This is an optimization exercise on Yosys and OpenROAD, whose aim is small area and a short achievable clock period, not a production implementation.
Function was checked by simulation only, so behaviour that the tests miss may differ from the original.
No activity file was given, so power comes from the tool's default toggle rates.

===== config.mk =====
export PLATFORM = sky130hd
export DESIGN_NAME = calculator
export DESIGN_NICKNAME = calculator
export VERILOG_FILES = /design/flow/design.v
export SDC_FILE = /design/flow/constraint.sdc
export NUM_CORES = 8
export LEC_CHECK = 0
export CAP_MARGIN = 20
export CORE_MARGIN = 2
export CORE_UTILIZATION = 65
export CTS_BUF_LIST = sky130_fd_sc_hd__clkbuf_8
export PLACE_DENSITY = 0.75
export SLEW_MARGIN = 20
export SYNTH_HIERARCHICAL = 1
export SYNTH_MINIMUM_KEEP_SIZE = 0

===== constraint.sdc =====
create_clock -name core_clock -period 160.0 [get_ports {CLK100MHZ}]
set_input_delay 32.0000 -clock core_clock [delete_from_list [all_inputs] [get_ports {CLK100MHZ}]]
set_output_delay 32.0000 -clock core_clock [all_outputs]
set_load 0.01 [all_outputs]

===== design.v =====
`timescale 1ns / 1ps
module clock_divider(
    input  logic [2:0] cnt,
    output logic [2:0] cnt_next
    );
    assign cnt_next[2] = cnt[1] & cnt[0];
    assign cnt_next[1] = cnt[1] ^ cnt[0];
    assign cnt_next[0] = ~cnt[0] & ~cnt[2];
endmodule
`timescale 1ns / 1ps
module dd_add3(input logic [3:0] x, output logic [3:0] y);
    logic n, xn, p;
    logic t;
    g_o21ai  u_t (.a1(x[1]), .a2(x[0]), .b1(x[2]), .y(t));
    g_nand2b u_c (.an(x[3]), .b(t), .y(y[3]));
    g_xor2   u_0 (.a(x[0]), .b(y[3]), .y(y[0]));
    g_nor2  u_n (.a(x[1]), .b(x[0]), .y(n));
    g_a22o  u_2 (.a1(x[3]), .a2(x[0]), .b1(x[2]), .b2(n), .y(y[2]));
    g_inv   u_i (.a(x[0]), .y(xn));
    g_nand2 u_p (.a(x[2]), .b(xn), .y(p));
    g_a22o  u_1 (.a1(x[1]), .a2(p), .b1(x[3]), .b2(xn), .y(y[1]));
endmodule
module dd_add3_s(input logic [3:0] x, output logic [3:0] y);
    logic n, xn, p;
    g_a221o u_c (.a1(x[2]), .a2(x[1]), .b1(x[2]), .b2(x[0]), .c1(x[3]), .y(y[3]));
    g_xor2  u_0 (.a(x[0]), .b(y[3]), .y(y[0]));
    g_nor2  u_n (.a(x[1]), .b(x[0]), .y(n));
    g_a22o  u_2 (.a1(x[3]), .a2(x[0]), .b1(x[2]), .b2(n), .y(y[2]));
    g_inv   u_i (.a(x[0]), .y(xn));
    g_nand2 u_p (.a(x[2]), .b(xn), .y(p));
    g_a22o  u_1 (.a1(x[1]), .a2(p), .b1(x[3]), .b2(xn), .y(y[1]));
endmodule
module dd_add3_7(input logic [2:0] x, output logic [3:0] y);
    logic n, xn, p;
    g_o21a  u_c (.a1(x[1]), .a2(x[0]), .b1(x[2]), .y(y[3]));
    g_xor2  u_0 (.a(x[0]), .b(y[3]), .y(y[0]));
    g_nor2  u_n (.a(x[1]), .b(x[0]), .y(n));
    g_and2  u_2 (.a(x[2]), .b(n), .y(y[2]));
    g_inv   u_i (.a(x[0]), .y(xn));
    g_nand2 u_p (.a(x[2]), .b(xn), .y(p));
    g_and2  u_1 (.a(x[1]), .b(p), .y(y[1]));
endmodule
module bin32_to_bcd #(parameter int NBITS = 31, parameter int NDIG = 8, parameter int INJ = 18) (
    input  logic [NBITS-1:0] binary,
    input  logic             inj,        
    input  logic [2:0]       inj_val,    
    output logic [4*NDIG-1:0] bcd
    );
    function automatic [63:0] dmax(input integer k, input integer j);
        reg [63:0] v, p;
        integer i;
        begin
            v = (64'd1 << k) - 64'd1;
            p = 64'd1;
            for (i = 0; i < j; i = i + 1) p = p * 64'd10;
            v = v / p;
            dmax = (v > 64'd9) ? 64'd9 : v;
        end
    endfunction
    logic [4*NDIG-1:0] st [0:NBITS];
    assign st[0] = '0;
    genvar k, j;
    generate
        for (k = 0; k < NBITS; k++) begin : g_stage
            logic [4*NDIG-1:0] cur, corr;
            if (k == INJ) begin : g_inj
                assign cur[4*NDIG-1:3] = st[k][4*NDIG-1:3];
                for (j = 0; j < 3; j++) begin : g_b
                    g_a21o u (.a1(inj), .a2(inj_val[j]), .b1(st[k][j]), .y(cur[j]));
                end
            end else begin : g_pass
                assign cur = st[k];
            end
            for (j = 0; j < NDIG; j++) begin : g_dig
                if (dmax(k, j) >= 8 && k < INJ) begin : g_slow
                    dd_add3_s u (.x(cur[4*j +: 4]), .y(corr[4*j +: 4]));
                end else if (dmax(k, j) >= 8) begin : g_full
                    dd_add3 u (.x(cur[4*j +: 4]), .y(corr[4*j +: 4]));
                end else if (dmax(k, j) >= 5) begin : g_7
                    dd_add3_7 u (.x(cur[4*j +: 3]), .y(corr[4*j +: 4]));
                end else begin : g_pass
                    assign corr[4*j +: 4] = cur[4*j +: 4];
                end
            end
            assign st[k+1] = {corr[4*NDIG-2:0], binary[NBITS-1-k]};
        end
    endgenerate
    assign bcd = st[NBITS];
endmodule
`timescale 1ns / 1ps
module g_inv  (input logic a, output logic y);              assign y = ~a; endmodule
module g_nand2(input logic a, b, output logic y);           assign y = ~(a & b); endmodule
module g_nor2 (input logic a, b, output logic y);           assign y = ~(a | b); endmodule
module g_and2 (input logic a, b, output logic y);           assign y = a & b; endmodule
module g_xor2 (input logic a, b, output logic y);           assign y = a ^ b; endmodule
module g_a22o (input logic a1, a2, b1, b2, output logic y); assign y = (a1 & a2) | (b1 & b2); endmodule
module g_a221o(input logic a1, a2, b1, b2, c1, output logic y);
    assign y = (a1 & a2) | (b1 & b2) | c1;
endmodule
module g_o21a (input logic a1, a2, b1, output logic y);     assign y = (a1 | a2) & b1; endmodule
module g_mux2i(input logic a0, a1, s, output logic y);      assign y = ~(s ? a1 : a0); endmodule
module g_o21ai(input logic a1, a2, b1, output logic y);     assign y = ~((a1 | a2) & b1); endmodule
module g_nand2b(input logic an, b, output logic y);         assign y = ~(~an & b); endmodule
module g_nand3(input logic a, b, c, output logic y);        assign y = ~(a & b & c); endmodule
module g_xnor2(input logic a, b, output logic y);           assign y = ~(a ^ b); endmodule
module g_or2  (input logic a, b, output logic y);           assign y = a | b; endmodule
module g_a21o (input logic a1, a2, b1, output logic y);     assign y = (a1 & a2) | b1; endmodule
module g_a21oi(input logic a1, a2, b1, output logic y);     assign y = ~((a1 & a2) | b1); endmodule
module g_o22a (input logic a1, a2, b1, b2, output logic y); assign y = (a1 | a2) & (b1 | b2); endmodule
module g_a31oi(input logic a1, a2, a3, b1, output logic y); assign y = ~((a1 & a2 & a3) | b1); endmodule
module g_o31ai(input logic a1, a2, a3, b1, output logic y); assign y = ~((a1 | a2 | a3) & b1); endmodule
module g_nor4 (input logic a, b, c, d, output logic y);     assign y = ~(a | b | c | d); endmodule
module g_nor3 (input logic a, b, c, output logic y);        assign y = ~(a | b | c); endmodule
module g_nand4(input logic a, b, c, d, output logic y);     assign y = ~(a & b & c & d); endmodule
module g_a222oi(input logic a1, a2, b1, b2, c1, c2, output logic y); assign y = ~((a1 & a2) | (b1 & b2) | (c1 & c2)); endmodule
module g_maj3 (input logic a, b, c, output logic y);        assign y = (a & b) | (a & c) | (b & c); endmodule
module seven_segment(
    input  logic [3:0] sw_in,
    output logic [6:0] out
    );
    logic [3:0] x;
    assign x = sw_in;
    logic a0, a1, b0, b1, c0, d0, d1, e0, f0, g0, g1, x3n;
    g_nor2  u_a0 (.a(x[3]), .b(~x[0]), .y(a0));
    g_a21oi u_a1 (.a1(x[0]), .a2(x[2]), .b1(x[1]), .y(a1));
    g_o22a  u_a  (.a1(x[2]), .a2(a0), .b1(a1), .b2(x[3]), .y(out[0]));
    g_inv   u_b0 (.a(x[3]), .y(x3n));
    g_o21ai u_b1 (.a1(x[0]), .a2(x[1]), .b1(x[2]), .y(b1));
    g_a31oi u_b  (.a1(x[0]), .a2(x[1]), .a3(x3n), .b1(b1), .y(out[1]));
    g_nor2  u_c0 (.a(x[0]), .b(x[2]), .y(c0));
    g_o21a  u_c  (.a1(x[3]), .a2(c0), .b1(x[1]), .y(out[2]));
    g_nand3 u_d0 (.a(x[0]), .b(x[1]), .c(x[2]), .y(d0));
    g_xnor2 u_d1 (.a(x[0]), .b(x[2]), .y(d1));
    g_o31ai u_d  (.a1(x[1]), .a2(x[3]), .a3(d1), .b1(d0), .y(out[3]));
    g_nor2  u_e0 (.a(x[1]), .b(x[3]), .y(e0));
    g_a21o  u_e  (.a1(x[2]), .a2(e0), .b1(x[0]), .y(out[4]));
    g_nor2  u_f0 (.a(x[2]), .b(x[3]), .y(f0));
    g_maj3  u_f  (.a(x[1]), .b(x[0]), .c(f0), .y(out[5]));
    g_or2   u_g1 (.a(x[1]), .b(x[2]), .y(g1));
    g_a21oi u_g  (.a1(d0), .a2(g1), .b1(x[3]), .y(out[6]));
endmodule
`timescale 1ns / 1ps
module cl_fa(input logic a, b, c, output logic s, co);
    assign s  = a ^ b ^ c;
    assign co = (a & b) | (a & c) | (b & c);
endmodule
module cl_ha(input logic a, b, output logic s, co);
    assign s  = a ^ b;
    assign co = a & b;
endmodule
module cl_han(input logic an, bn, output logic sn, con);
    g_xnor2 u_s (.a(an), .b(bn), .y(sn));
    g_or2   u_c (.a(an), .b(bn), .y(con));
endmodule
module cl_mul15(
    input  logic [14:0] x, y,
    output logic [29:0] pn
    );
    logic [14:0] s [0:14];    
    logic [14:0] c [0:14];    
    logic [14:0] pp [0:14];   
    genvar i, j;
    generate
        for (i = 0; i < 15; i++) begin : g_pp
            for (j = 0; j < 15; j++) begin : g_c
                g_nand2 u (.a(x[j]), .b(y[i]), .y(pp[i][j]));
            end
        end
        for (j = 0; j < 15; j++) begin : g_r0
            assign s[0][j] = pp[0][j];
            assign c[0][j] = 1'b1;
        end
        for (i = 1; i < 15; i++) begin : g_row
            for (j = 0; j < 15; j++) begin : g_col
                if (j == 14) begin : g_h
                    assign s[i][j] = pp[i][j];
                    assign c[i][j] = 1'b1;
                end else if (i == 1) begin : g_h1
                    cl_han h (.an(pp[i][j]), .bn(s[i-1][j+1]), .sn(s[i][j]), .con(c[i][j]));
                end else begin : g_f
                    cl_fa f (.a(pp[i][j]), .b(s[i-1][j+1]), .c(c[i-1][j]), .s(s[i][j]), .co(c[i][j]));
                end
            end
        end
        for (i = 0; i < 15; i++) begin : g_lo
            assign pn[i] = s[i][0];
        end
    endgenerate
    logic [13:0] rc;
    generate
        for (j = 0; j < 14; j++) begin : g_fin
            if (j == 0) begin : g_h
                cl_han h (.an(s[14][j+1]), .bn(c[14][j]), .sn(pn[15+j]), .con(rc[j]));
            end else begin : g_f
                cl_fa f (.a(s[14][j+1]), .b(c[14][j]), .c(rc[j-1]), .s(pn[15+j]), .co(rc[j]));
            end
        end
    endgenerate
    assign pn[29] = rc[13];
endmodule
module cl_divrow #(parameter int W = 1, parameter bit P = 0) (
    input  logic [W-1:0] t,
    input  logic [W-1:0] opx,
    input  logic         hzx,
    output logic         q,
    output logic [W-1:0] r
    );
    logic [W:0] cy;
    logic [W-1:0] df;
    genvar j;
    generate
        if (P == 0) begin : g_b0
            g_xnor2 u_s (.a(t[0]), .b(opx[0]), .y(df[0]));
            g_or2   u_c (.a(t[0]), .b(opx[0]), .y(cy[1]));
        end else begin : g_b0
            cl_ha h (.a(t[0]), .b(opx[0]), .s(df[0]), .co(cy[1]));
        end
        for (j = 1; j < W; j++) begin : g_b
            cl_fa f (.a(t[j]), .b(opx[j]), .c(cy[j]), .s(df[j]), .co(cy[j+1]));
        end
        if (P == 0) begin : g_q0
            assign q = cy[W] & hzx;
        end else begin : g_q1
            assign q = ~(cy[W] | hzx);
        end
        for (j = 0; j < W; j++) begin : g_m
            g_mux2i m (.a0(t[j]), .a1(df[j]), .s(q), .y(r[j]));
        end
    endgenerate
endmodule
module cl_divlast #(parameter int W = 16, parameter bit P = 0) (
    input  logic [W-1:0] t,
    input  logic [W-1:0] opx,
    input  logic         cinx,
    output logic         q
    );
    logic [W:0] cy;
    assign cy[0] = cinx;
    genvar j;
    generate
        for (j = 0; j < W; j++) begin : g_b
            assign cy[j+1] = (t[j] & opx[j]) | (t[j] & cy[j]) | (opx[j] & cy[j]);
        end
    endgenerate
    assign q = cy[W] ^ P;
endmodule
module cl_absmag(
    input  logic [15:0] x,
    output logic [15:0] m
    );
    logic [15:0] lo;          
    genvar i;
    generate
        for (i = 0; i < 16; i++) begin : g_lo
            if (i == 0) begin : g_z
                assign lo[i] = 1'b0;
            end else begin : g_n
                assign lo[i] = |x[i-1:0];
            end
        end
    endgenerate
    assign m = x ^ ({16{x[15]}} & lo);
endmodule
module cl_abstop(
    input  logic [15:0] x,
    output logic [2:0]  m        
    );
    logic s;
    assign s = x[15];
    logic [2:0] ng;           
    genvar i;
    generate
        for (i = 0; i < 3; i++) begin : g_ng
            g_nor4 u (.a(x[4*i]), .b(x[4*i+1]), .c(x[4*i+2]), .d(x[4*i+3]), .y(ng[i]));
        end
    endgenerate
    logic n12, n13, n14;      
    g_inv   u_n12 (.a(x[12]), .y(n12));
    g_nor2  u_n13 (.a(x[12]), .b(x[13]), .y(n13));
    g_nor3  u_n14 (.a(x[12]), .b(x[13]), .c(x[14]), .y(n14));
    logic lo13, lo14, lo15;   
    g_nand4 u_l13 (.a(ng[0]), .b(ng[1]), .c(ng[2]), .d(n12), .y(lo13));
    g_nand4 u_l14 (.a(ng[0]), .b(ng[1]), .c(ng[2]), .d(n13), .y(lo14));
    g_nand4 u_l15 (.a(ng[0]), .b(ng[1]), .c(ng[2]), .d(n14), .y(lo15));
    logic sn;
    g_inv   u_sn  (.a(s), .y(sn));
    g_nor2  u_m15 (.a(sn), .b(lo15), .y(m[2]));
    logic t13, t14;
    g_and2  u_t13 (.a(s), .b(lo13), .y(t13));
    g_and2  u_t14 (.a(s), .b(lo14), .y(t14));
    g_xor2  u_m13 (.a(x[13]), .b(t13), .y(m[0]));
    g_xor2  u_m14 (.a(x[14]), .b(t14), .y(m[1]));
endmodule
module calculator(
    input logic CLK100MHZ,
    input logic RST,      
    input logic [15:0] SW,
    input logic BTNU,  
    input logic BTND,  
    input logic BTNL,  
    input logic BTNR,  
    input logic BTNC,  
    output logic [7:0] AN,       
    output logic [7:0] out       
    );
    localparam int CUT = 11;    
    localparam int NLO = 16 - CUT;
    logic [2:0]  cnt5;        
    logic [19:0] refresh;     
    logic [2:0]  hist;        
    logic [1:0]  state;       
    logic [3:0]  op;          
    logic [15:0] a_mag;       
    logic        a_neg;
    logic [30:0] r_mag;       
    logic        r_neg;       
    logic        r_div;       
    assign r_div = ~(r_mag[30] | r_mag[29]);
    localparam logic [1:0] IDLE = 2'd0, OPB = 2'd1, RES = 2'd2;
    genvar gi;
    logic [2:0] cnt5_next;
    clock_divider u_cnt (.cnt(cnt5), .cnt_next(cnt5_next));
    logic tick, any_op, press, a_load, calc;
    assign tick   = cnt5[2] & ~refresh[1] & refresh[0];    
    assign any_op = BTNU | BTND | BTNL | BTNR;
    assign press  = tick & ~hist[2] & hist[1];
    assign a_load = press & (state == IDLE) & any_op;
    assign calc   = press & (state == OPB) & BTNC;
    logic [19:0] refresh_next;
    logic [20:0] rfc;
    assign refresh_next[0] = ~refresh[0];
    assign rfc[1] = refresh[0];
    generate
        for (gi = 1; gi < 20; gi++) begin : g_rf
            cl_ha h (.a(refresh[gi]), .b(rfc[gi]), .s(refresh_next[gi]), .co(rfc[gi+1]));
        end
    endgenerate
    logic s;
    assign s = SW[15];
    logic [15:0] b_mag;
    cl_absmag u_abs (.x(SW), .m(b_mag));
    logic [2:0] b_top;        
    cl_abstop u_abst (.x(SW), .m(b_top));
    logic [29:0] pmn;
    cl_mul15 u_mul (.x(a_mag[14:0]), .y(b_mag[14:0]), .pn(pmn));
    logic [30:0] prodn;
    always_comb begin
        prodn = {1'b1, pmn};
        prodn[30:15] = {1'b1, pmn[29:15]} & ~({16{a_mag[15]}} & b_mag) & ~({16{b_mag[15]}} & a_mag);
    end
    logic [15:0] hzs, hzr;    
    logic b_nz;               
    assign b_nz = |SW;
    logic d_nz;               
    assign d_nz = |a_mag;
    assign hzs[15] = b_nz;
    assign hzr[15] = d_nz;
    generate
        for (gi = 14; gi >= 0; gi--) begin : g_hz
            assign hzs[gi] = hzs[gi+1] & ~b_mag[gi+1];
            assign hzr[gi] = hzr[gi+1] & ~a_mag[gi+1];
        end
    endgenerate
    logic [15:0] q_pre;
    logic [15:0] rem_pre [0:CUT];
    assign rem_pre[0] = '0;
    generate
        for (gi = 0; gi < CUT; gi++) begin : g_pre
            localparam bit P = gi % 2;
            logic [gi:0] t, r;
            logic nb;
            assign nb = a_mag[15-gi] ^ P;
            if (gi == 0) begin : g_t0
                assign t = nb;
            end else begin : g_t
                assign t = {rem_pre[gi][gi-1:0], nb};
            end
            cl_divrow #(.W(gi+1), .P(P)) row (.t(t), .opx(b_mag[gi:0] ^ {(gi+1){~P}}), .hzx(hzs[gi] ^ P), .q(q_pre[15-gi]), .r(r));
            assign rem_pre[gi+1] = {{(15-gi){1'b0}}, r};
        end
    endgenerate
    logic [30:0] dstate;
    assign dstate = {{(31 - CUT - CUT - NLO){1'b0}}, q_pre[15:16-CUT], rem_pre[CUT][CUT-1:0], a_mag[NLO-1:0]};
    logic [15:0] quot;
    logic [15:0] rem_post [CUT:16];
    assign rem_post[CUT] = {{(16-CUT){1'b0}}, r_mag[NLO +: CUT]};
    generate
        for (gi = CUT; gi < 16; gi++) begin : g_post
            localparam bit P = gi % 2;
            logic [gi:0] t;
            assign t = {rem_post[gi][gi-1:0], r_mag[15-gi] ^ P};
            if (gi < 15) begin : g_row
                logic [gi:0] r;
                cl_divrow #(.W(gi+1), .P(P)) row (.t(t), .opx(a_mag[gi:0] ^ {(gi+1){~P}}), .hzx(hzr[gi] ^ P), .q(quot[15-gi]), .r(r));
                assign rem_post[gi+1] = {{(15-gi){1'b0}}, r};
            end else begin : g_last
                logic ql;
                cl_divlast #(.W(16), .P(P)) row (.t(t), .opx(a_mag ^ {16{~P}}), .cinx(~P), .q(ql));
                assign quot[0] = ql & d_nz;
            end
        end
    endgenerate
    assign quot[15:16-CUT] = r_mag[NLO+CUT +: CUT];
    logic eff_sub;
    assign eff_sub = a_neg ^ s ^ op[1];
    logic [16:0] gc;          
    assign gc[0] = 1'b1;
    generate
        for (gi = 0; gi < 16; gi++) begin : g_ge
            assign gc[gi+1] = (a_mag[gi] & ~b_mag[gi]) | (a_mag[gi] & gc[gi]) | (~b_mag[gi] & gc[gi]);
        end
    endgenerate
    logic geq, flip;
    assign geq  = gc[16];
    assign flip = eff_sub & ~geq;
    logic [16:0] ac;
    logic [15:0] asum;
    assign ac[0] = eff_sub & geq;
    generate
        for (gi = 0; gi < 16; gi++) begin : g_as
            cl_fa f (.a(a_mag[gi]), .b(b_mag[gi] ^ eff_sub), .c(ac[gi]), .s(asum[gi]), .co(ac[gi+1]));
        end
    endgenerate
    logic [16:0] as_m;
    assign as_m = {ac[16] & ~eff_sub, asum ^ {16{flip}}};
    logic [30:0] res_m;
    logic        res_neg;
    always_comb begin
        res_m = '1;
        res_neg = 1'b0;
        if (op[0] | op[1]) begin
            res_m = ~{14'd0, as_m};
            res_neg = a_neg ^ flip;
        end else if (op[2]) begin
            res_m = prodn;
            res_neg = a_neg ^ s;
        end else if (op[3]) begin
            res_m = dstate;
            res_neg = a_neg ^ s;
        end
    end
    always_ff @(posedge CLK100MHZ) begin
        if (RST) begin
            cnt5    <= '0;
            refresh <= '0;
            state   <= IDLE;
            hist    <= '0;
            op      <= '0;
        end else begin
            cnt5    <= cnt5_next;
            refresh <= refresh_next;
            if (tick) begin
                hist <= {hist[1:0], any_op | BTNC};
                if (press) begin
                    if      (BTNU) op <= 4'b0001;
                    else if (BTND) op <= 4'b0010;
                    else if (BTNL) op <= 4'b0100;
                    else if (BTNR) op <= 4'b1000;
                    case (state)
                        IDLE: if (any_op) state <= OPB;
                        OPB:  if (BTNC)   state <= RES;
                        RES:              state <= IDLE;
                        default: ;
                    endcase
                end
            end
        end
    end
    always_ff @(posedge CLK100MHZ) begin
        if (a_load | calc) a_mag <= b_mag;
        if (a_load) a_neg <= s;
        if (calc) begin
            r_mag <= res_m;
            r_neg <= res_neg;
        end
    end
    logic [2:0] d;
    assign d = refresh[19:17];
    logic is_res;
    assign is_res = (state == RES);
    logic [15:0] rlo;         
    assign rlo = r_div ? quot : ~r_mag[15:0];
    logic [30:0] val;
    assign val[30:16] = ~(r_mag[30:16] | {15{r_div}} | {15{~is_res}});
    assign val[15:13] = rlo[15:13] & {3{is_res}};
    assign val[12:0]  = is_res ? rlo[12:0] : b_mag[12:0];
    logic neg;
    assign neg = is_res ? (r_neg & (|val)) : s;
    logic [31:0] bcd;
    bin32_to_bcd #(.NBITS(31), .NDIG(8), .INJ(18)) u_bcd (.binary(val), .inj(~is_res),
                                                          .inj_val(b_top), .bcd(bcd));
    logic [7:0] dsel;
    always_comb begin
        dsel = '0;
        dsel[d] = 1'b1;
    end
    logic minus;
    assign minus = dsel[7] & neg;
    logic [3:0] nib;
    genvar gb;
    generate
        for (gb = 0; gb < 4; gb++) begin : g_nib
            logic t0, t1, t2;
            g_a222oi u0 (.a1(dsel[0]), .a2(bcd[gb]),      .b1(dsel[1]), .b2(bcd[4+gb]),
                         .c1(dsel[2]), .c2(bcd[8+gb]),    .y(t0));
            g_a222oi u1 (.a1(dsel[3]), .a2(bcd[12+gb]),   .b1(dsel[4]), .b2(bcd[16+gb]),
                         .c1(dsel[5]), .c2(bcd[20+gb]),   .y(t1));
            g_a222oi u2 (.a1(dsel[6]), .a2(bcd[24+gb]),   .b1(dsel[7]), .b2(bcd[28+gb]),
                         .c1(minus),   .c2(minus),         .y(t2));
            g_nand3  u3 (.a(t0), .b(t1), .c(t2), .y(nib[gb]));
        end
    endgenerate
    logic [6:0] seg;
    seven_segment u_seg (.sw_in(nib), .out(seg));
    assign AN  = ~dsel;
    assign out = {1'b1, seg};
endmodule

===== run.sh =====
#!/bin/bash
# synth_recipe.tcl (not shown) runs the flow's synth.tcl, then flattens the netlist and writes it again
# the make line also repeats each setting of config.mk as NAME=value (left out here)
make -C /OpenROAD-flow-scripts/flow DESIGN_CONFIG=/design/flow/config.mk WORK_HOME=/design/flow/orfs CLKGATE_MAP_FILE= SYNTH_SCRIPT=/design/flow/synth_recipe.tcl finish

==> notes.md, run 1 <==
* Worst IR drop on VDD at 0.0454 mV
* Core area at 32400 µm²
* Relative slew slack at 24.5%
* GP Congestion at 0.909
* Die area at 34200 µm²
* Cell taking the most area after synthesis: fa_1
* Worst hold start: refresh[0]
* Seq/Total Area, Yosys at 9.91%
* Achievable Freq at 0.0134 GHz
* Netlist Area Pre-Place at 21300 µm²
* Antenna fix cells at 0
* Site Rows at 66
* Longest Clk Path Bufs at 2
* Post-CTS Hold Buffers at 0
* Wirelength per Cell at 17.8 µm
* FF-to-FF setup slack at 130.23 ns
* WHS Path Cells at 1
* First-pass GRT wire length at 84200 µm
* Num CTS Buffers at 9
* Detailed Routing Iterations Pass 1 at 8
* Die Wd at 185 µm
* Largest net degree at the start of global routing at 34
* Number of global-route vias before repair at 17100
* Tot GR Track Use at 30.7%
* Post-synthesis async set-or-reset flop share at 0%
* Top-area cell type share of the netlist area at 29.7%
* Resized cells post-CTS at 0
* Initial antenna violation count at 0
* Final hold vios at 0
* Tightest Pin Transition at 1.13 ns
* Most used flip-flop cell after synthesis: edfxtp_1
* Status: no timing/DRC/antenna violations
* Multi-input gate area at 18300 µm²
* PwrDens at 21.5 nW/µm²
* Post-DP HPWL at 41100 µm
* R2r worst-path depth at 81
* Via count at 18200
* Syn. warnings at 18
* Synth Register Bits at 81
* MaxCap Viol Count at 0
* Hold EP: refresh[0]
* CP Launch Type: input port
* Worst Path Max Fanout at 32
* Placed cell areas at 22400 µm²
* Leading post-synthesis cells by cell area: fa_1 (30%), a22o_1 (10%), nand2_1 (7.2%), edfxtp_1 (6.9%), mux2i_1 (6.2%)
* Min cycle time layout at 74.82 ns
* Post-CTS Setup Bufs at 0
* CTS root buf: clkbuf_8
* Worst skew pair latency at 0.39 ns
* Worst Hold Class: flop to flop
* Initial Utilization at 65.8%
* Final setup violating endpoints at 0
* Share of cells above drive strength 1 at 4.36%
* Slowest cell delay on critical path at 0.55 ns
* RR Startpoint: a_mag[15]
* Worst-path clk slew at 0.10 ns
* Syn Inst Count at 2425
* Drt drc at 0
* Final worst path period share at 46.8%
* Filler cell count at 2629
* RSZ-0062 raised after global routing: false
* Number of synthesized flops with an enable pin at 49
* # IOs at 39
* Crit-path slowest cell: clkdlybuf4s50_1
* CTS tree: built
* Clock Skews at 0.0163 ns
* Final WL at 51800 µm
* Slew Viols, Final at 0
* Fin nets at 2844
* Worst r2r dst: r_mag[15]
* DR iter-0 viols at 1464
* Static Leakage at 8.52 nW
* Most Frequent Cell on Critical Path: xor2_1
* CP arrival at 42.82 ns
* Final instance area at 22600 µm²
* Total clock sinks at 81
* Total grt overflow at 0
* Crit path required time at 128.00 ns
* Routed Antenna Nets at 0
* Via-to-Cell Ratio at 6.25
* Synth-to-Final Area Change at 6.23%
* Synthesized netlist net count at 2799
* Register area at 2110 µm²
* Crit. End Element: output port
* Die Y at 185 µm
* Input/output buffers at 37
* CTS H-tree lvls at 3
* Cell variety after synth at 76
* Crit Path Category: input port to output port
* Avg Inst Size Synth at 8.79 µm²
* Setup tns final at 0 ns
[registers in the layout (all words and copies together), names as in the netlist]
| signal | cells |
|---|---|
| state | 2 |
| r_neg | 1 |
| r_mag | 31 |
| refresh | 20 |
| hist | 3 |
| a_neg | 1 |
| a_mag | 16 |
| cnt5 | 3 |
| op | 4 |
[metrics by stage]
stage	std cells	util [%]	total power [mW]	hold slack, ns	setup WS, ns
global route	2917	69.9	0.549	0.484	84.07
floorplan	2425	-	0.406	0.417	87.38
CTS	2917	69.9	0.489	0.457	85.21
detailed placement	2901	69.2	0.469	0.441	85.22
finish	2917	69.9	0.488	0.450	85.18
global placement	2901	69.2	0.453	0.427	85.66
[final cells by class]
class | count | share of cell area, %
clock inverter | 7 | 0.492
sequential | 81 | 9.33
tap | 442 | 2.44
inverter | 189 | 3.13
clock buffer | 9 | 0.547
multi-input combinational | 2107 | 80.9
timing repair buffer | 82 | 3.11
[Yosys cell counts (16+ instances only)]
master	count
nand2b_1	97
edfxtp_1	49
ha_1	35
xor2_1	136
a22o_1	255
o21ai_1	91
xnor2_1	71
o21ai_0	23
nor2b_1	28
nand2_1	407
clkbuf_1	21
a21oi_1	22
a221o_1	39
inv_1	188
buf_4	20
dfxtp_1	32
fa_1	316
a22oi_1	16
mux2i_1	132
nor2_1	195
or2_1	24
and2_1	23
[modules after synthesis, one instance, submodules excluded, excerpt]
module         flip-flops and latches  area, µm²  cells inside
cl_fa                               0       20.0             1
g_or2                               0       6.26             1
clock_divider                       0       16.3             2
g_o21a                              0       7.51             1
seven_segment                       0       3.75             1
g_nor4                              0       12.5             1
g_o22a                              0       8.76             1
g_xnor2                             0       8.76             1
g_xor2                              0       8.76             1
calculator                         81       4760           518
[layout by cell type (no fill, tap or decap), types with 16 or more instances in the layout]
master	n
a21oi_1	22
a221o_1	39
a22o_1	255
a22oi_1	16
and2_1	23
buf_4	45
clkdlybuf4s50_1	36
dfxtp_1	32
edfxtp_1	49
fa_1	316
ha_1	35
inv_1	188
mux2i_1	132
nand2_1	407
nand2b_1	97
nor2_1	195
nor2b_1	28
o21ai_0	23
o21ai_1	91
or2_1	24
xnor2_1	59
xor2_1	136
[logic make-up after synthesis]
family / after synthesis / synth area share (%)
AOI/OAI and AO/OA: 559 / 20.6
xor gates and xnor gates: 207 / 8.51
adders and majority gates: 352 / 31.8
buffers and inverters: 237 / 4.57
DFF: 81 / 9.91
muxes: 132 / 6.20
other: 2 / 0.0352
and+or+nand+nor: 855 / 18.4
[how the worst max path moves through the flow]
stage,startpoint,slack [ns],to,depth (start not counted)
floorplan,SW[15],87.38,out[6],45
global placement,SW[0],85.66,out[6],51
detailed placement,SW[0],85.22,out[6],51
CTS,SW[0],85.21,out[6],51
global route,SW[0],84.07,out[6],51
finish,SW[0],85.18,out[6],51
[report_power, final]
group | internal (mW) | switching (mW)
sequential | 0.0221 | 0.0000741
combinational | 0.208 | 0.238
clock | 0.00918 | 0.00952
[routing by layer]
layer  GRT usage (%)  vias up  wire length, µm
met5               0        -                0
met4            8.38        0             1390
met3            5.72      113             4610
met2            49.8      662            23700
met1            42.5     8868            22100
li1                -     8593                -
[critical path: cells and delay by family]
kind            cells  cell delay (ns)
compound gates     16             2.05
buf+inv             3             1.23
xor+xnor           14             3.35
simple gates       18             4.19
==> run 2, diff against run 1 <==
--- a/config.mk
+++ b/config.mk
@@ -5,11 +5,12 @@
 export SDC_FILE = /design/flow/constraint.sdc
 export NUM_CORES = 8
 export LEC_CHECK = 0
-export CAP_MARGIN = 20
+export CAP_MARGIN = 0
 export CORE_MARGIN = 2
 export CORE_UTILIZATION = 65
 export CTS_BUF_LIST = sky130_fd_sc_hd__clkbuf_8
+export GPL_TIMING_DRIVEN = 0
 export PLACE_DENSITY = 0.75
-export SLEW_MARGIN = 20
+export SLEW_MARGIN = 0
 export SYNTH_HIERARCHICAL = 1
 export SYNTH_MINIMUM_KEEP_SIZE = 0
==> run 2 against run 1 <==
Still clean on timing, DRC and antenna. Critical path type unchanged. Die area unchanged. Sequential power about the same. Register-to-register slack lost 1.7 ns.
==> notes.md, run 2 <==
* Top-count cell post-synth: nand2_1 (unchanged)
* GP Congestion at 0.938 (was 0.909)
* Clock Skews at 0.0175 ns (was 0.0163 ns)
* Core area at 32400 µm² (unchanged)
* Placed cell areas at 22600 µm² (was 22400 µm²)
* Total grt overflow at 0 (unchanged)
* Die area at 34200 µm² (unchanged)
* Post-synthesis async set-or-reset flop share at 0% (unchanged)
* Achievable Freq at 0.0133 GHz (was 0.0134 GHz)
* Multi-input gate area at 18300 µm² (about the same)
* Longest Clk Path Bufs at 2 (unchanged)
* Number of global-route vias before repair at 17400 (was 17100)
* Worst slack, placed at 84.84 ns (was 85.22 ns)
* PnR worst setup slack at 84.79 ns (was 85.18 ns)
* Worst r2r dst: r_mag[13] (was r_mag[15])
* Crit-path slowest cell: clkdlybuf4s50_1 (unchanged)
* Synth Register Bits at 81 (unchanged)
* Crit Path Category: input port to output port (unchanged)
* Input/output buffers at 37 (unchanged)
* Final worst path period share at 47.0% (was 46.8%)
* Cells after DPL at 2922 (was 2901)
* Wirelength per Cell at 17.9 µm (was 17.8 µm)
* Hold EP: refresh[0] (unchanged)
* # IOs at 39 (unchanged)
* Initial Utilization at 65.8% (unchanged)
* Static Leakage at 8.58 nW (was 8.52 nW)
* Status: no timing/DRC/antenna violations (unchanged)
* Final Total Pwr at 0.506 mW (was 0.488 mW)
* Most used flip-flop cell after synthesis: edfxtp_1 (unchanged)
* FF-to-FF setup slack at 128.57 ns (was 130.23 ns)
* Resized cells post-CTS at 0 (unchanged)
* Largest Register: r_mag (unchanged)
* Largest net degree at the start of global routing at 34 (unchanged)
* Tightest Pin Transition at 1.35 ns (was 1.13 ns)
* Worst-path clk slew at 0.10 ns (about the same)
* Setup tns final at 0 ns (unchanged)
* Drt drc at 0 (unchanged)
* WHS Path Cells at 1 (unchanged)
* Crit. End Element: output port (unchanged)
* CTS tree: built (unchanged)
* Max reg flops at 31 (unchanged)
* Register area at 2110 µm² (unchanged)
* Min cycle time layout at 75.21 ns (was 74.82 ns)
* Cell taking the most area after synthesis: fa_1 (unchanged)
* Worst hold start: refresh[0] (unchanged)
* Final setup violating endpoints at 0 (unchanged)
* Filler cell count at 2631 (was 2629)
* Syn. warnings at 18 (unchanged)
* Worst Hold Class: flop to flop (unchanged)
* Post-DP HPWL at 43000 µm (was 41100 µm)
* MaxCap Viol Count at 0 (unchanged)
* Final instance area at 22900 µm² (was 22600 µm²)
* Top-area cell type share of the netlist area at 29.7% (unchanged)
* Synth-to-Final Area Change at 7.25% (was 6.23%)
* CTS root buf: clkbuf_8 (unchanged)
* Worst path buffer plus inverter count at 5 (was 3)
* RSZ-0062 raised after global routing: false (unchanged)
* Number of synthesized flops with an enable pin at 49 (unchanged)
* Netlist Area Pre-Place at 21300 µm² (unchanged)
* Via count at 18200 (about the same)
* Detailed Routing Iterations Pass 1 at 5 (was 8)
* Seq/Total Area, Yosys at 9.91% (unchanged)
* Final WL at 52700 µm (was 51800 µm)
* Post-CTS Hold Buffers at 0 (unchanged)
* Final hold vios at 0 (unchanged)
* CP Launch Type: input port (unchanged)
* Worst IR drop on VDD at 0.0475 mV (was 0.0454 mV)
* Worst Path Max Fanout at 15 (was 32)
* Worst skew pair latency at 0.41 ns (was 0.39 ns)
* Post-CTS Setup Bufs at 0 (unchanged)
* Die Wd at 185 µm (unchanged)
* Non-Filler Instances at 2942 (was 2917)
* Fin nets at 2866 (was 2844)
* Crit path required time at 128.00 ns (about the same)
* Tot GR Track Use at 31.5% (was 30.7%)
* Worst hold slack at 0.456 ns (was 0.450 ns)
* Routed Antenna Nets at 0 (unchanged)
* Leading cell types in the layout, fill and taps excluded: nand2_1 (407), fa_1 (316), a22o_1 (255) (unchanged)
* Leading post-synthesis cells by cell area: fa_1 (30%), a22o_1 (10%), nand2_1 (7.2%), edfxtp_1 (6.9%), mux2i_1 (6.2%) (unchanged)
* Avg Inst Size Synth at 8.79 µm² (unchanged)
* Initial antenna violation count at 6 (was 0)
* R2r worst-path depth at 79 (was 81)
* Synthesized netlist net count at 2799 (unchanged)
* Die Y at 185 µm (unchanged)
* Share of cells above drive strength 1 at 4.25% (was 4.36%)
* Site Rows at 66 (unchanged)
* CTS H-tree lvls at 3 (unchanged)
* Post-layout util at 70.6% (was 69.9%)
* Total clock sinks at 81 (unchanged)
* First-pass GRT wire length at 84900 µm (was 84200 µm)
* RR Startpoint: a_mag[14] (was a_mag[15])
* Via-to-Cell Ratio at 6.17 (was 6.25)
* Top flop regs: r_mag x31, refresh x20, a_mag x16 (unchanged)
* Slowest cell delay on critical path at 0.98 ns (was 0.55 ns)
* PwrDens at 22.1 nW/µm² (was 21.5 nW/µm²)
* CP arrival at 43.21 ns (was 42.82 ns)
* Syn Inst Count at 2425 (unchanged)
* Crit-path leading delay family: XOR/XNOR gates (was simple AND/OR/NAND/NOR gates)
* Commonest non-fill, non-tap cell in the layout: nand2_1 (unchanged)
* Slew Viols, Final at 0 (unchanged)
* DR iter-0 viols at 1212 (was 1464)
* Synth cell count leaders: nand2_1 (407), fa_1 (316), a22o_1 (255) (unchanged)
* Cell variety after synth at 76 (unchanged)
* Num CTS Buffers at 9 (unchanged)
* Relative slew slack at 10.1% (was 24.5%)
run 2: routing by layer:
layer	vias to the layer above	GRT usage [%]	wire length, µm
li1	8627	-	-
met1	8884	40.3	22200
met2	550	52.0	24600
met3	97	9.04	4400
met4	4	8.98	1460
met5	-	0	30
run 2: logic make-up after synthesis:
logic type	after synthesis	synth area share, %
compound gates	559	20.6
xor+xnor	207	8.51
fa+ha+maj	352	31.8
buf+inv	237	4.57
flops	81	9.91
mux	132	6.20
other cells	2	0.0352
simple gates	855	18.4
run 2: area by class of cell:
class,instances,share of cell area (%)
buffer,48,1.16
clock buffer,9,0.542
tap,442,2.42
inverter,189,3.10
sequential,81,9.24
timing repair buffer,56,2.83
multi-input combinational,2107,80.2
antenna,3,0.0329
clock inverter,7,0.465
run 2: modules after synthesis (local to each module, per instance), excerpt:
module         cells inside  flops+latches
g_a21oi                   1              0
g_and2                    1              0
g_o21a                    1              0
g_a21o                    1              0
g_o31ai                   1              0
clock_divider             2              0
g_nor2                    1              0
g_nor4                    1              0
g_or2                     1              0
run 2: how the worst max path moves through the flow:
stage	startpoint	end	slack [ns]	cells after the start
3_5_place_dp	SW[15]	out[6]	84.84	48
5_1_grt	SW[15]	out[6]	83.63	48
3_3_place_gp	SW[15]	out[6]	83.91	47
6_report	SW[15]	out[6]	84.79	48
2_1_floorplan	SW[15]	out[6]	87.38	45
4_1_cts	SW[15]	out[6]	84.84	48
run 2: power breakdown:
part           internal [mW]  switching [mW]
logic                  0.224           0.241
clock network        0.00909         0.00962
registers             0.0221       0.0000771
total                  0.255           0.251
==> run 3, diff against run 2 <==
--- a/config.mk
+++ b/config.mk
@@ -9,7 +9,6 @@
 export CORE_MARGIN = 2
 export CORE_UTILIZATION = 65
 export CTS_BUF_LIST = sky130_fd_sc_hd__clkbuf_8
-export GPL_TIMING_DRIVEN = 0
 export PLACE_DENSITY = 0.75
 export SLEW_MARGIN = 0
 export SYNTH_HIERARCHICAL = 1
==> run 3 against run 2 <==
Routed wire length down 1.6%. Count of clock-buffer cells in the layout stayed put. Clock skew decreased by 0.0019 ns. Highest routed layer is now met4. Total power fell by 3.5%. Cell count decreased by 0.85%. Die area stayed put. Combinational power down 4%. Still clean. First-iteration DRC count grew 21%.
==> notes.md, run 3 <==
* CP arrival at 42.82 ns (was 43.21 ns)
* First-pass GRT wire length at 84200 µm (was 84900 µm)
* Input/output buffers at 37 (unchanged)
* R2r worst-path depth at 81 (was 79)
* Final WL at 51800 µm (was 52700 µm)
* RR Startpoint: a_mag[15] (was a_mag[14])
* Seq/Total Area, Yosys at 9.91% (unchanged)
* Synth Area in XOR/XNOR at 8.51% (unchanged)
* Crit Path Category: input port to output port (unchanged)
* Syn. warnings at 18 (unchanged)
* Resized cells post-CTS at 0 (unchanged)
* Post-synthesis async set-or-reset flop share at 0% (unchanged)
* Achievable Freq at 0.0134 GHz (was 0.0133 GHz)
* Power share of the sequential group at 4.5% (was 4.4%)
* Synth cell count leaders: nand2_1 (407), fa_1 (316), a22o_1 (255) (unchanged)
* Netlist Area Pre-Place at 21300 µm² (unchanged)
* Cell taking the most area after synthesis: fa_1 (unchanged)
* Top-area cell type share of the netlist area at 29.7% (unchanged)
* Final worst path period share at 46.8% (was 47.0%)
* Worst path depth at 51 (was 48)
* Non-Filler Instances at 2917 (was 2942)
* Status: no timing/DRC/antenna violations (unchanged)
* Synth-to-Final Area Change at 6.25% (was 7.25%)
* Die area at 34200 µm² (unchanged)
* Gate power share at 91.6% (was 91.9%)
* CTS tree: built (unchanged)
* MaxCap Viol Count at 0 (unchanged)
* Relative slew slack at 19.3% (was 10.1%)
* PnR worst setup slack at 85.18 ns (was 84.79 ns)
* Wirelength per Cell at 17.8 µm (was 17.9 µm)
* Initial antenna violation count at 0 (was 6)
* Post-Synth Simple-Gate Area at 18.4% (unchanged)
* Worst Path Max Fanout at 32 (was 15)
* Post-CTS Hold Buffers at 0 (unchanged)
* Filler cell count at 2628 (was 2631)
* CP Launch Type: input port (unchanged)
* Slew Viols, Final at 0 (unchanged)
* Avg Inst Size Synth at 8.79 µm² (unchanged)
* Share of cells above drive strength 1 at 4.32% (was 4.25%)
* Initial Utilization at 65.8% (unchanged)
* Number of global-route vias before repair at 17100 (was 17400)
* Leading post-synthesis cells by cell area: fa_1 (30%), a22o_1 (10%), nand2_1 (7.2%), edfxtp_1 (6.9%), mux2i_1 (6.2%) (unchanged)
* Mux cell area share after synthesis at 6.20% (unchanged)
* Crit. End Element: output port (unchanged)
* Top flop regs: r_mag x31, refresh x20, a_mag x16 (unchanged)
* Site Rows at 66 (unchanged)
* Detailed Routing Iterations Pass 1 at 6 (was 5)
* Worst slack, placed at 85.22 ns (was 84.84 ns)
* PwrDens at 21.5 nW/µm² (was 22.1 nW/µm²)
* Worst IR drop on VDD at 0.0454 mV (was 0.0475 mV)
* Total grt overflow at 0 (unchanged)
* Slowest cell delay on critical path at 0.55 ns (was 0.98 ns)
* Worst-path clk slew at 0.10 ns (about the same)
* Crit-path slowest cell: clkdlybuf4s50_1 (unchanged)
* Num CTS Buffers at 9 (unchanged)
* Min cycle time layout at 74.82 ns (was 75.21 ns)
* Internal power at 0.240 mW (was 0.255 mW)
* Worst skew pair latency at 0.39 ns (was 0.41 ns)
* CTS root buf: clkbuf_8 (unchanged)
* Routed Antenna Nets at 0 (unchanged)
* Tot GR Track Use at 30.7% (was 31.5%)
* Crit path required time at 128.00 ns (about the same)
* Via-to-Cell Ratio at 6.25 (was 6.17)
* Tightest Pin Transition at 1.21 ns (was 1.35 ns)
* Net Sw Frac at 50.9% (was 49.6%)
* Compound-Gate Fraction of Synth Area at 20.6% (unchanged)
* Static Leakage at 8.52 nW (was 8.58 nW)
* RSZ-0062 raised after global routing: false (unchanged)
* Largest family of logic cells by synthesized area: adder cells (unchanged)
* Final Total Pwr at 0.488 mW (was 0.506 mW)
* Commonest non-fill, non-tap cell in the layout: nand2_1 (unchanged)
* Clock Skews at 0.0156 ns (was 0.0175 ns)
* Sw power at 0.248 mW (was 0.251 mW)
* Worst hold slack at 0.450 ns (was 0.456 ns)
* Largest Register: r_mag (unchanged)
* Most Frequent Cell on Critical Path: xor2_1
* Fin nets at 2844 (was 2866)
* Setup tns final at 0 ns (unchanged)
* Post-CTS Setup Bufs at 0 (unchanged)
* GP Congestion at 0.909 (was 0.938)
* Drt drc at 0 (unchanged)
* CTS H-tree lvls at 3 (unchanged)
* Cells after DPL at 2901 (was 2922)
* Worst hold start: refresh[0] (unchanged)
* Crit-path leading delay family: simple AND/OR/NAND/NOR gates (was XOR/XNOR gates)
* CP Launch Point: SW[0] (was SW[15])
* Final setup violating endpoints at 0 (unchanged)
* # IOs at 39 (unchanged)
* Cell variety after synth at 76 (unchanged)
* Synth Register Bits at 81 (unchanged)
* Longest Clk Path Bufs at 2 (unchanged)
* Synthesized netlist net count at 2799 (unchanged)
* Leading cell types in the layout, fill and taps excluded: nand2_1 (407), fa_1 (316), a22o_1 (255) (unchanged)
* Worst path buffer plus inverter count at 3 (was 5)
* Number of synthesized flops with an enable pin at 49 (unchanged)
* Final hold vios at 0 (unchanged)
* Total clock sinks at 81 (unchanged)
* Post-DP HPWL at 41100 µm (was 43000 µm)
* Die Y at 185 µm (unchanged)
* Die Wd at 185 µm (unchanged)
* Synth Area in Adders at 31.8% (unchanged)
* DR iter-0 viols at 1464 (was 1212)
* Core area at 32400 µm² (unchanged)
* Top-count cell post-synth: nand2_1 (unchanged)
* Antenna fix cells at 0 (was 3)
* WHS Path Cells at 1 (unchanged)
* Max reg flops at 31 (unchanged)
* Clock network power share at 3.8% (was 3.7%)
* Worst Hold Class: flop to flop (unchanged)
* Most used flip-flop cell after synthesis: edfxtp_1 (unchanged)
* Syn Inst Count at 2425 (unchanged)
* Via count at 18200 (about the same)
* Largest net degree at the start of global routing at 34 (unchanged)
## run 3: layout make-up
cell class | instances | area, µm² | share of cell area [%]
clock buffers | 9 | 124 | 0.547
clock inverters | 7 | 111 | 0.492
inverters | 189 | 709 | 3.13
multi-input cells | 2107 | 18300 | 80.9
flip-flops and latches | 81 | 2110 | 9.33
well taps | 442 | 553 | 2.44
repair buffers | 82 | 708 | 3.13
## run 3: cells by family (layout without fill, tap and decap cells)
group                      after synthesis  in the layout
DFF                                     81             81
AOI/OAI and AO/OA                      559            559
muxes                                  132            132
other                                    2              2
xor gates and xnor gates               207            207
adders and majority gates              352            352
and+or+nand+nor                        855            855
buffers and inverters                  237            287
## run 3: power by group through the flow
stage | Clock [mW] | Combinational (mW) | Sequential [mW]
after floorplan | 0 | 0.383 | 0.0226
after global placement | 0 | 0.430 | 0.0227
after detailed placement | 0 | 0.446 | 0.0227
after CTS | 0.0190 | 0.448 | 0.0222
after global routing | 0.0197 | 0.507 | 0.0222
final | 0.0187 | 0.447 | 0.0222
## run 3: path summary, 6_finish.rpt
path	to	slack, ns
worst max-delay path	out[6]	85.18
worst max register to register	r_mag[15]	130.22
worst min register to register	refresh[0]	0.45
worst min-delay path	refresh[0]	0.45
## run 3: routing by layer
metal / GRT usage [%] / up-vias / routed length, µm
met1: 42.5 / 8854 / 22100
li1: - / 8590 / -
met4: 8.38 / 0 / 1400
met5: 0 / - / 0
met2: 49.8 / 652 / 23700
met3: 5.72 / 123 / 4610
## run 3: metrics by stage
step | instance area, µm² | utilization, %
2_1_floorplan | 21300 | -
3_3_place_gp | 22400 | 69.2
3_5_place_dp | 22400 | 69.2
4_1_cts | 22600 | 69.9
5_1_grt | 22600 | 69.9
6_report | 22600 | 69.9
## run 3: modules after synthesis, one instance, submodules excluded, excerpt
module         cell area, µm²  copies in the design  flops+latches
cl_fa                    20.0                   316              0
cl_ha                    12.5                    26              0
g_maj3                   11.3                     1              0
g_a221o                  10.0                    39              0
g_mux2i                  10.0                   120              0
g_nor3                   10.0                     1              0
g_a22o                   8.76                   254              0
g_a21o                   7.51                     4              0
g_or2                    6.26                    24              0
g_nand2b                 6.26                    88              0
seven_segment            3.75                     1              0
g_nand2                  3.75                   358              0
g_nor2                   3.75                   139              0
==> run 4, diff against run 3 <==
==> flow/run.sh (new file) <==
#!/bin/bash
# Layout flow: the standard flow (standard.sh, standard synthesis
# included), with one change made through ORFS's own setting for it: the
# buffers placed on the input and output ports are sky130_fd_sc_hd__buf_2
# cells. The tools' output goes to standard_flow.log in the folder the flow
# runs in (ORFS also keeps each step's log under orfs/logs).
set -euo pipefail
W=$(pwd)
export BUFFER_PORTS_ARGS="-buffer_cell sky130_fd_sc_hd__buf_2"
bash "$W/standard.sh" > "$W/standard_flow.log" 2>&1
==> standard.sh (new file) <==
#!/bin/bash
# synth_recipe.tcl (not shown) runs the flow's synth.tcl, then flattens the netlist and writes it again
# the make line also repeats each setting of config.mk as NAME=value (left out here)
make -C /OpenROAD-flow-scripts/flow DESIGN_CONFIG=/design/flow/config.mk WORK_HOME=/design/flow/orfs CLKGATE_MAP_FILE= SYNTH_SCRIPT=/design/flow/synth_recipe.tcl "${@:-finish}"
--- a/config.mk
+++ b/config.mk
@@ -5,11 +5,11 @@
 export SDC_FILE = /design/flow/constraint.sdc
 export NUM_CORES = 8
 export LEC_CHECK = 0
-export CAP_MARGIN = 0
+export CAP_MARGIN = 20
 export CORE_MARGIN = 2
 export CORE_UTILIZATION = 65
 export CTS_BUF_LIST = sky130_fd_sc_hd__clkbuf_8
 export PLACE_DENSITY = 0.75
-export SLEW_MARGIN = 0
+export SLEW_MARGIN = 20
 export SYNTH_HIERARCHICAL = 1
 export SYNTH_MINIMUM_KEEP_SIZE = 0
removed: run.sh
==> run 4 against run 3 <==
Clock power grew 2%. Setup slack improved by 0.66 ns. Maximum frequency rose by 0.89%. Cell count about the same. Register-to-register slack worse by 0.04 ns. Sequential share of layout area grew 0.075 points. Total power increased by 1.1%. Via count down 0.90%. Flip-flop and latch count is the same. Largest cell class unchanged. Highest routed layer unchanged.
==> notes.md, run 4 <==
* Commonest non-fill, non-tap cell in the layout: nand2_1 (unchanged)
* Wirelength per Cell at 17.8 µm (about the same)
* Multi-input gate area at 18300 µm² (about the same)
* Most used flip-flop cell after synthesis: edfxtp_1 (unchanged)
* Post-CTS Hold Buffers at 0 (unchanged)
* Longest Clk Path Bufs at 2 (unchanged)
* CP arrival at 42.16 ns (was 42.82 ns)
* Slowest cell delay on critical path at 0.41 ns (was 0.55 ns)
* MaxCap Viol Count at 0 (unchanged)
* Met3 Usage GRT at 7.85% (was 5.72%)
* Achievable Freq at 0.0135 GHz (was 0.0134 GHz)
* Met1 Usage GRT at 41.6% (was 42.5%)
* PwrDens at 22.0 nW/µm² (was 21.5 nW/µm²)
* Status: no timing/DRC/antenna violations (unchanged)
* Site Rows at 66 (unchanged)
* Max reg flops at 31 (unchanged)
* Grt met2 use at 50.3% (was 49.8%)
* Cell taking the most area after synthesis: fa_1 (unchanged)
* Net Sw Frac at 51.5% (was 50.9%)
* Post-DP HPWL at 41200 µm (was 41100 µm)
* Crit Path Category: input port to output port (unchanged)
* Avg Inst Size Synth at 8.79 µm² (unchanged)
* Power share of the sequential group at 4.5% (about the same)
* Tightest Pin Transition at 1.16 ns (was 1.21 ns)
* Synth-to-Final Area Change at 5.41% (was 6.25%)
* Number of global-route vias before repair at 17000 (was 17100)
* Num CTS Buffers at 9 (unchanged)
* Final worst path period share at 46.3% (was 46.8%)
* RSZ-0062 raised after global routing: false (unchanged)
* Antenna fix cells at 0 (unchanged)
* Top-area cell type share of the netlist area at 29.7% (unchanged)
* CTS H-tree lvls at 3 (unchanged)
* Routed Antenna Nets at 0 (unchanged)
* Clock Skews at 0.0262 ns (was 0.0156 ns)
* Leading cell types in the layout, fill and taps excluded: nand2_1 (407), fa_1 (316), a22o_1 (255) (unchanged)
* Worst IR drop on VDD at 0.0374 mV (was 0.0454 mV)
* Initial antenna violation count at 0 (unchanged)
* GRT busiest layer: met2 (unchanged)
* CTS root buf: clkbuf_8 (unchanged)
* Netlist Area Pre-Place at 21300 µm² (unchanged)
* Final hold vios at 0 (unchanged)
* Seq/Total Area, Yosys at 9.91% (unchanged)
* Tot GR Track Use at 31.1% (was 30.7%)
* Post-synthesis async set-or-reset flop share at 0% (unchanged)
* Top flop regs: r_mag x31, refresh x20, a_mag x16 (unchanged)
* Total clock sinks at 81 (unchanged)
* Fin nets at 2845 (was 2844)
* Synth Register Bits at 81 (unchanged)
* Share of cells above drive strength 1 at 5.90% (was 4.32%)
* Input/output buffers at 37 (unchanged)
* Drt drc at 0 (unchanged)
* Register area at 2110 µm² (unchanged)
* Cell variety after synth at 76 (unchanged)
* Gate power share at 91.6% (about the same)
* CP Launch Type: input port (unchanged)
* Syn Inst Count at 2425 (unchanged)
* Crit path required time at 128.00 ns (about the same)
* Final setup violating endpoints at 0 (unchanged)
* DR iter-0 viols at 1314 (was 1464)
* Filler cell count at 2669 (was 2628)
* Syn. warnings at 18 (unchanged)
* Die area at 34200 µm² (unchanged)
* Worst Hold Class: flop to flop (unchanged)
* CTS tree: built (unchanged)
* Crit-path slowest cell: mux2i_1 (was clkdlybuf4s50_1)
* Internal power at 0.239 mW (was 0.240 mW)
* Static Leakage at 8.52 nW (about the same)
* Core area at 32400 µm² (unchanged)
* Resized cells post-CTS at 0 (unchanged)
* Clock network power share at 3.9% (was 3.8%)
* Synth cell count leaders: nand2_1 (407), fa_1 (316), a22o_1 (255) (unchanged)
* Total grt overflow at 0 (unchanged)
* Largest net degree at the start of global routing at 34 (unchanged)
* Worst-path clk slew at 0.10 ns (about the same)
* Via count at 18100 (was 18200)
* Worst skew pair latency at 0.41 ns (was 0.39 ns)
* Setup tns final at 0 ns (unchanged)
* Via-to-Cell Ratio at 6.19 (was 6.25)
* Worst Path Max Fanout at 32 (unchanged)
* Largest Register: r_mag (unchanged)
* Final Total Pwr at 0.493 mW (was 0.488 mW)
* Number of synthesized flops with an enable pin at 49 (unchanged)
* Detailed Routing Iterations Pass 1 at 6 (unchanged)
* First-pass GRT wire length at 84200 µm (about the same)
* Min cycle time layout at 74.16 ns (was 74.82 ns)
* Die Y at 185 µm (unchanged)
* Synthesized netlist net count at 2799 (unchanged)
* Initial Utilization at 65.8% (unchanged)
* Top-count cell post-synth: nand2_1 (unchanged)
* Relative slew slack at 22.7% (was 19.3%)
* Slew Viols, Final at 0 (unchanged)
* GP Congestion at 0.972 (was 0.909)
* Post-CTS Setup Bufs at 0 (unchanged)
* # IOs at 39 (unchanged)
* Final WL at 52100 µm (was 51800 µm)
* Leading post-synthesis cells by cell area: fa_1 (30%), a22o_1 (10%), nand2_1 (7.2%), edfxtp_1 (6.9%), mux2i_1 (6.2%) (unchanged)
* Sw power at 0.254 mW (was 0.248 mW)
* Crit. End Element: output port (unchanged)
* Die Wd at 185 µm (unchanged)
run 4: per-stage QoR:
stage	utilization, %	setup WS (ns)	instance area [µm²]	std cells	hold WS (ns)
finish	69.4	85.84	22500	2918	0.466
detailed placement	68.7	85.90	22200	2902	0.448
global placement	68.7	86.41	22200	2902	0.428
floorplan	-	87.38	21300	2425	0.417
CTS	69.4	85.88	22500	2918	0.477
global route	69.4	84.78	22500	2918	0.512
run 4: area by class of cell:
cell class	instances	area share [%]
Sequential cell	81	9.40
Clock buffer	9	0.552
Tap cell	442	2.46
Multi-Input combinational cell	2107	81.6
Inverter	189	3.16
Timing Repair Buffer	83	2.36
Clock inverter	7	0.474
run 4: layer usage:
metal / part of all wire [%] / vias to the layer above / wire length (µm)
li1: - / 8581 / -
met1: 43 / 8823 / 22400
met2: 46 / 548 / 24000
met3: 8.1 / 103 / 4220
met4: 2.7 / 0 / 1380
met5: 0 / - / 0
run 4: kinds of logic (layout without fill, tap and decap cells):
kind of cell / Yosys count / after routing / synth area share, %
other: 2 / 2 / 0.0352
DFF: 81 / 81 / 9.91
muxes: 132 / 132 / 6.20
xor gates and xnor gates: 207 / 207 / 8.51
and+or+nand+nor: 855 / 855 / 18.4
buffers and inverters: 237 / 288 / 4.57
adders and majority gates: 352 / 352 / 31.8
AOI/OAI and AO/OA: 559 / 559 / 20.6
run 4: path summary, 6_finish.rpt:
| check | from | endpoint | slack, ns | depth (start not counted) |
|---|---|---|---|---|
| hold / removal | refresh[0] | refresh[0] | 0.47 | 1 |
| setup reg to reg | a_mag[15] | r_mag[15] | 130.18 | 83 |
| setup / recovery | SW[0] | out[6] | 85.84 | 50 |
| hold reg to reg | refresh[0] | refresh[0] | 0.47 | 1 |
run 4: Yosys stat by module (local to each module, per instance), excerpt:
module	cells inside	area, µm²	flip-flops and latches
clock_divider	2	16.3	0
g_nor4	1	12.5	0
g_nor3	1	10.0	0
g_xnor2	1	8.76	0
g_o21ai	1	5.00	0
seven_segment	1	3.75	0
run 4: power groups by stage:
stage / Sequential [mW] / Combinational [mW] / Clock (mW)
2_1_floorplan: 0.0226 / 0.383 / 0
3_3_place_gp: 0.0227 / 0.431 / 0
3_5_place_dp: 0.0227 / 0.451 / 0
4_1_cts: 0.0222 / 0.452 / 0.0191
5_1_grt: 0.0222 / 0.514 / 0.0199
6_report: 0.0222 / 0.452 / 0.0191
run 4: worst max-delay path: cells and delay by family:
family,cells,cell delay [ns]
xor+xnor,13,3.02
simple gates,16,3.75
buf+inv,5,0.96
mux,1,0.41
compound gates,15,1.99
==> run 5, diff against run 4 <==
==> flow/run.sh (replaced) <==
#!/bin/bash
# Layout flow: the standard flow (standard.sh, standard synthesis
# included), with two changes made through ORFS's own hooks:
#  - the port buffers are sky130_fd_sc_hd__buf_2 cells;
#  - just before detailed placement, a timing repair that only resizes gates
#    (no buffers, no cloning) works on the paths with less than SETUP_TARGET
#    ns of setup slack; detailed placement then legalizes as usual.
# Each tool's output goes to a log file in the folder the flow runs in.
set -euo pipefail
W=$(pwd)
export BUFFER_PORTS_ARGS="-buffer_cell sky130_fd_sc_hd__buf_2"
export PRE_DETAIL_PLACE_TCL="$W/flow/pre_detail_place.tcl"
export SETUP_TARGET="${SETUP_TARGET:-87}"
bash "$W/standard.sh" > "$W/standard_flow.log" 2>&1
==> flow/pre_detail_place.tcl (new file) <==
# Sourced by ORFS's detail_place.tcl after it loads 3_4_place_resized.odb:
# size up gates on the paths with less than SETUP_TARGET ns of setup slack.
source $::env(PLATFORM_DIR)/setRC.tcl
set_dont_use $::env(DONT_USE_CELLS)
estimate_parasitics -placement
puts "own flow: worst setup slack before sizing [worst_slack -max]"
repair_timing -setup -setup_margin $::env(SETUP_TARGET) -skip_buffering \
  -skip_gate_cloning -skip_buffer_removal
puts "own flow: worst setup slack after sizing [worst_slack -max]"
==> run 5 against run 4 <==
Still clean. Critical path depth is 1 higher. Routed wire length hardly changed. Combinational power hardly changed. Synthesized area stayed put. Maximum frequency is 0.57% higher. Synthesized cell count stayed put. Clock power hardly changed. Register-to-register slack better by 0.04 ns. Flip-flop and latch count stayed put. Critical path type unchanged. Critical endpoint unchanged. Highest routed layer is now met5.
==> notes.md, run 5 <==
* Clock Skews at 0.0244 ns (was 0.0262 ns)
* Detailed Routing Iterations Pass 1 at 8 (was 6)
* Die Wd at 185 µm (unchanged)
* Synthesized netlist net count at 2799 (unchanged)
* Via count at 18100 (about the same)
* Drt drc at 0 (unchanged)
* Largest Register: r_mag (unchanged)
* Crit path required time at 128.00 ns (about the same)
* Initial antenna violation count at 0 (unchanged)
* Leading post-synthesis cells by cell area: fa_1 (30%), a22o_1 (10%), nand2_1 (7.2%), edfxtp_1 (6.9%), mux2i_1 (6.2%) (unchanged)
* Worst hold slack at 0.457 ns (was 0.466 ns)
* Slowest cell delay on critical path at 0.45 ns (was 0.41 ns)
* Number of global-route vias before repair at 17000 (unchanged)
* Tightest Pin Transition at 1.16 ns (about the same)
* Worst-path clk slew at 0.10 ns (about the same)
* DR iter-0 viols at 1283 (was 1314)
* Crit. End Element: output port (unchanged)
* # IOs at 39 (unchanged)
* Crit-path slowest cell: a222oi_1 (was mux2i_1)
* CTS root buf: clkbuf_8 (unchanged)
* Die Y at 185 µm (unchanged)
* Leading cell types in the layout, fill and taps excluded: nand2_1 (407), fa_1 (316), a22o_1 (255) (unchanged)
* Crit Path Category: input port to output port (unchanged)
* Syn. warnings at 18 (unchanged)
* Min cycle time layout at 73.74 ns (was 74.16 ns)
* Achievable Freq at 0.0136 GHz (was 0.0135 GHz)
* CP Launch Type: input port (unchanged)
* Max reg flops at 31 (unchanged)
* Num CTS Buffers at 9 (unchanged)
* Share of cells above drive strength 1 at 6.14% (was 5.90%)
* Post-CTS Setup Bufs at 0 (unchanged)
* Antenna fix cells at 0 (unchanged)
* Final hold vios at 0 (unchanged)
* Total clock sinks at 81 (unchanged)
* Largest net degree at the start of global routing at 34 (unchanged)
* Setup tns final at 0 ns (unchanged)
* Syn Inst Count at 2425 (unchanged)
* Core area at 32400 µm² (unchanged)
* Top-area cell type share of the netlist area at 29.7% (unchanged)
* Number of synthesized flops with an enable pin at 49 (unchanged)
* CTS tree: built (unchanged)
* Seq/Total Area, Yosys at 9.91% (unchanged)
* Worst skew pair latency at 0.42 ns (was 0.41 ns)
* Post-layout util at 69.8% (was 69.4%)
* RSZ-0062 raised after global routing: false (unchanged)
* Cell variety after synth at 76 (unchanged)
* Netlist Area Pre-Place at 21300 µm² (unchanged)
* Synth Register Bits at 81 (unchanged)
* Slew Viols, Final at 0 (unchanged)
* Post-DP HPWL at 41200 µm (about the same)
* Worst IR drop on VDD at 0.0385 mV (was 0.0374 mV)
* First-pass GRT wire length at 84300 µm (was 84200 µm)
* Total grt overflow at 0 (unchanged)
* Most used flip-flop cell after synthesis: edfxtp_1 (unchanged)
* Top flop regs: r_mag x31, refresh x20, a_mag x16 (unchanged)
* GP Congestion at 0.972 (unchanged)
* Fin nets at 2845 (unchanged)
* PwrDens at 21.9 nW/µm² (was 22.0 nW/µm²)
* Via-to-Cell Ratio at 6.20 (was 6.19)
* Synth-to-Final Area Change at 5.98% (was 5.41%)
* Status: no timing/DRC/antenna violations (unchanged)
* Worst Path Max Fanout at 32 (unchanged)
* Top-count cell post-synth: nand2_1 (unchanged)
* Avg Inst Size Synth at 8.79 µm² (unchanged)
* Site Rows at 66 (unchanged)
* Worst Hold Class: flop to flop (unchanged)
* FF-to-FF setup slack at 130.22 ns (was 130.18 ns)
* Die area at 34200 µm² (unchanged)
* Cell taking the most area after synthesis: fa_1 (unchanged)
* Relative slew slack at 22.4% (was 22.7%)
* Final setup violating endpoints at 0 (unchanged)
* Post-synthesis async set-or-reset flop share at 0% (unchanged)
* Static Leakage at 8.55 nW (was 8.52 nW)
* MaxCap Viol Count at 0 (unchanged)
* Final worst path period share at 46.1% (was 46.3%)
* Tot GR Track Use at 31.1% (about the same)
* Input/output buffers at 37 (unchanged)
* Initial Utilization at 65.8% (unchanged)
* Resized cells post-CTS at 0 (unchanged)
* Routed Antenna Nets at 0 (unchanged)
* Longest Clk Path Bufs at 2 (unchanged)
* Wirelength per Cell at 17.9 µm (was 17.8 µm)
* Final WL at 52100 µm (about the same)
* Post-CTS Hold Buffers at 0 (unchanged)
* CTS H-tree lvls at 3 (unchanged)
* Commonest non-fill, non-tap cell in the layout: nand2_1 (unchanged)
* Synth cell count leaders: nand2_1 (407), fa_1 (316), a22o_1 (255) (unchanged)
* CP arrival at 41.74 ns (was 42.16 ns)
==> run 5: report_power, final <==
part / switching [mW] / total, mW / internal, mW
Combinational: 0.245 / 0.454 / 0.209
Sequential: 0.0000801 / 0.0222 / 0.0221
Clock: 0.00989 / 0.0190 / 0.00914
Total: 0.255 / 0.495 / 0.240
==> run 5: final cells by class <==
| class | count | area [µm²] |
|---|---|---|
| multi-input combinational | 2107 | 18400 |
| fill | 2650 | 9790 |
| sequential | 81 | 2110 |
| inverter | 189 | 709 |
| timing repair buffer | 83 | 583 |
| tap | 442 | 553 |
| clock buffer | 9 | 124 |
| clock inverter | 7 | 106 |
==> run 5: cell families after synthesis <==
logic type / Yosys count / share of synthesized area, %
compound gates: 559 / 20.6
flops: 81 / 9.91
mux: 132 / 6.20
other cells: 2 / 0.0352
fa+ha+maj: 352 / 31.8
buf+inv: 237 / 4.57
simple gates: 855 / 18.4
xor+xnor: 207 / 8.51
==> run 5: metal layers <==
metal  share of wire [%]  GRT usage, %
met1                  43          41.4
met3                 8.0          7.16
met5                0.10          2.52
met4                 3.0          9.27
met2                  46          50.4
==> run 5: critical path: cells and delay by family <==
family / cells / cell delay, ns
AOI/OAI and AO/OA: 16 / 2.11
and+or+nand+nor: 18 / 3.85
xor gates and xnor gates: 14 / 3.34
buffers and inverters: 3 / 0.41
==> run 5: Yosys stat by module, one instance, submodules excluded, excerpt <==
| module | cells inside | area [µm²] | flip-flops and latches |
|---|---|---|---|
| cl_absmag | 39 | 295 | 0 |
| clock_divider | 2 | 16.3 | 0 |
| g_nor4 | 1 | 12.5 | 0 |
| g_o31ai | 1 | 12.5 | 0 |
| g_maj3 | 1 | 11.3 | 0 |
| g_a222oi | 1 | 10.0 | 0 |
| g_nor3 | 1 | 10.0 | 0 |
| g_a22o | 1 | 8.76 | 0 |
| g_nand2b | 1 | 6.26 | 0 |
| g_or2 | 1 | 6.26 | 0 |
| g_nand4 | 1 | 6.26 | 0 |
| g_a31oi | 1 | 6.26 | 0 |
| g_o21ai | 1 | 5.00 | 0 |
| g_nand3 | 1 | 5.00 | 0 |
| g_nand2 | 1 | 3.75 | 0 |
| g_nor2 | 1 | 3.75 | 0 |
==> run 5: through the flow <==
| stage | setup slack, ns | instances | power (mW) | cell area (µm²) |
|---|---|---|---|---|
| 6_report | 86.26 | 2918 | 0.495 | 22600 |
| 5_1_grt | 85.37 | 2918 | 0.558 | 22600 |
| 4_1_cts | 86.33 | 2918 | 0.495 | 22600 |
| 3_5_place_dp | 86.36 | 2902 | 0.476 | 22300 |
| 3_3_place_gp | 86.41 | 2902 | 0.454 | 22200 |
| 2_1_floorplan | 87.38 | 2425 | 0.406 | 21300 |
==> run 5: worst paths after layout <==
| kind | depth (start not counted) | end | from |
|---|---|---|---|
| setup / recovery | 51 | out[6] | SW[0] |
| hold / removal | 1 | refresh[0] | refresh[0] |
| setup reg to reg | 83 | r_mag[15] | a_mag[15] |
| hold reg to reg | 1 | refresh[0] | refresh[0] |

Re-timed with assumed drivers on the ports (clkbuf_16 on the clock, buf_2 on other inputs), run 5 has 86.233 ns of setup slack against 86.264 ns with ideal ports, and 86.233 ns once port delays also move by the mid clock arrival of 0.451 ns.
